This design comes from an exercise in tuning for small area on the open sky130 flow, not from production work. Function was checked by simulation only, so behaviour that the tests miss may differ from the original.

==> run F: inputs <==
==> flow/design.v (excerpt) <==
module eq_channel(clk, rst_n, seq_lo, smpl_lo, seq_hi, smpl_hi,
                  LP_pot, B1_pot, B2_pot, B3_pot, HP_pot, VOL_pot, aud_out);
input clk, rst_n;
input seq_lo, seq_hi;
input [15:0] smpl_lo, smpl_hi;
input [11:0] LP_pot, B1_pot, B2_pot, B3_pot, HP_pot, VOL_pot;
output [15:0] aud_out;
reg st_lo;
always @(posedge clk, negedge rst_n)
  if (!rst_n) st_lo <= 1'b0; else st_lo <= seq_lo;
wire start_lo = seq_lo & ~st_lo;
wire done_lo = st_lo & ~seq_lo;
reg [8:0] a_lo;
reg dn_lo;
always @(posedge clk)
  if (start_lo) begin a_lo <= 9'd1; dn_lo <= 1'b0; end
  else if (dn_lo) a_lo <= a_lo - 9'd1;
  else if (a_lo == 9'd510) dn_lo <= 1'b1;
  else a_lo <= a_lo + 9'd1;
wire x3lo_1 = smpl_lo[1] & smpl_lo[0];
wire x3lo_2 = smpl_lo[1] ^ smpl_lo[0];
wire x3lo_3 = smpl_lo[2] & smpl_lo[1];
wire x3lo_4 = smpl_lo[2] ^ smpl_lo[1];
wire x3lo_5 = smpl_lo[3] & smpl_lo[2];
wire x3lo_6 = smpl_lo[3] ^ smpl_lo[2];
wire x3lo_7 = smpl_lo[4] & smpl_lo[3];
wire x3lo_8 = smpl_lo[4] ^ smpl_lo[3];
wire x3lo_9 = smpl_lo[5] & smpl_lo[4];
wire x3lo_10 = smpl_lo[5] ^ smpl_lo[4];
wire x3lo_11 = smpl_lo[6] & smpl_lo[5];
wire x3lo_12 = smpl_lo[6] ^ smpl_lo[5];
wire x3lo_13 = smpl_lo[7] & smpl_lo[6];
wire x3lo_14 = smpl_lo[7] ^ smpl_lo[6];
wire x3lo_15 = smpl_lo[8] & smpl_lo[7];
wire x3lo_16 = smpl_lo[8] ^ smpl_lo[7];
wire x3lo_17 = smpl_lo[9] & smpl_lo[8];
wire x3lo_18 = smpl_lo[9] ^ smpl_lo[8];
wire x3lo_19 = smpl_lo[10] & smpl_lo[9];
wire x3lo_20 = smpl_lo[10] ^ smpl_lo[9];
wire x3lo_21 = smpl_lo[11] & smpl_lo[10];
wire x3lo_22 = smpl_lo[11] ^ smpl_lo[10];
wire x3lo_23 = smpl_lo[12] & smpl_lo[11];
wire x3lo_24 = smpl_lo[12] ^ smpl_lo[11];
wire x3lo_25 = smpl_lo[13] & smpl_lo[12];
wire x3lo_26 = smpl_lo[13] ^ smpl_lo[12];
wire x3lo_27 = smpl_lo[14] & smpl_lo[13];
wire x3lo_28 = smpl_lo[14] ^ smpl_lo[13];
wire x3lo_29 = smpl_lo[15] & smpl_lo[14];
wire x3lo_30 = smpl_lo[15] ^ smpl_lo[14];
wire x3lo_31 = smpl_lo[15] & smpl_lo[15];
wire x3lo_32 = smpl_lo[15] ^ smpl_lo[15];
wire x3lo_33 = smpl_lo[15] & smpl_lo[15];
wire x3lo_34 = smpl_lo[15] ^ smpl_lo[15];
wire x3lo_35 = x3lo_2 & smpl_lo[0];
wire x3lo_36 = x3lo_5 | (x3lo_6 & x3lo_3);
wire x3lo_37 = x3lo_6 & x3lo_4;
wire x3lo_38 = x3lo_9 | (x3lo_10 & x3lo_7);
wire x3lo_39 = x3lo_10 & x3lo_8;
wire x3lo_40 = x3lo_13 | (x3lo_14 & x3lo_11);
wire x3lo_41 = x3lo_14 & x3lo_12;
wire x3lo_42 = x3lo_17 | (x3lo_18 & x3lo_15);
  ...
Settings: LEC_CHECK=0, ABC_AREA=1, CAP_MARGIN=20, CORE_MARGIN=2, CORE_UTILIZATION=50, CTS_CLUSTER_DIAMETER=100, CTS_CLUSTER_SIZE=30, GPL_TIMING_DRIVEN=0, SLEW_MARGIN=20, SYNTH_HIERARCHICAL=1, SYNTH_MEMORY_MAX_BITS=65536; clock period 10.0 ns.
run.sh (not shown) runs the stock make flow with config.mk's settings and CLKGATE_MAP_FILE= SYNTH_SCRIPT=/design/flow/synth_recipe.tcl, a recipe that flattens the netlist after the stock synthesis.
==> run E (differences from run F) <==
--- a/flow/config.mk
+++ b/flow/config.mk
@@ -10,6 +10,5 @@
 export CORE_MARGIN = 2
-export CORE_UTILIZATION = 50
+export CORE_UTILIZATION = 45
 export CTS_CLUSTER_DIAMETER = 100
 export CTS_CLUSTER_SIZE = 30
-export GPL_TIMING_DRIVEN = 0
 export SLEW_MARGIN = 20
==> results.txt <==
metric                                           run E                     run F
GP Congestion                                     1.06                      1.09
Required time at the worst-slack endpoint     10.54 ns                  10.68 ns
Cell depth of the worst min-delay path               3                         1
CP max stage cell                              dfrtp_1           clkdlybuf4s50_1
Syn-to-layout area delta                         7.40%                     6.88%
Via count of the first global-routing pass       86400                     89000
Maximum clock rate                           0.106 GHz                0.0990 GHz
Result of the run     no timing/DRC/antenna violations  finished with violations
Layout check failures                                -              setup timing
Final non-clock buffer share                     3.86%                     3.72%
Worst stage delay on the critical path         0.58 ns                   0.86 ns
Initial antenna violation count                      7                        23
Area of the multi-input gates                71600 um2                 71700 um2
Overall via count from detail_route              84400                     88400
Met1 wire length                             154000 um                 154000 um
Die footprint                               203000 um2                183000 um2
Fill cell count                                  19500                     16600
Initial Utilization                              45.2%                     50.4%
Clock buffers created by TritonCTS                  44                        38

==> afterwards: timing with drivers on the ports <==
In the flow no input, the clock included, has a driving cell. The finished layouts below were timed again as built, in two steps. Step 1, drivers: a clkbuf_16 drives clk and a buf_2 each remaining input, both assumed. Step 2 adds t to the input delays and takes it off the output delays; t is the mean of the earliest and latest rising clock arrival at the registers after step 1. Input paths then give back, and output paths get back, about the clock's delay inside the block. Three values: ideal, step 1, step 2; two values: the first two.
run	t, ns	setup WS [ns]	slew at the worst register clock pin (ns)	cell pins on the clock port's net
run F	0.778	-0.104 / -0.052 / -0.830	0.12 / 0.12	1
run E	0.775	0.558 / 0.558 / 0.385	0.11 / 0.11	1
For run F, which loses most, drivers alone change the setup slack by +0.052 ns; drivers and shift together by -0.726 ns.
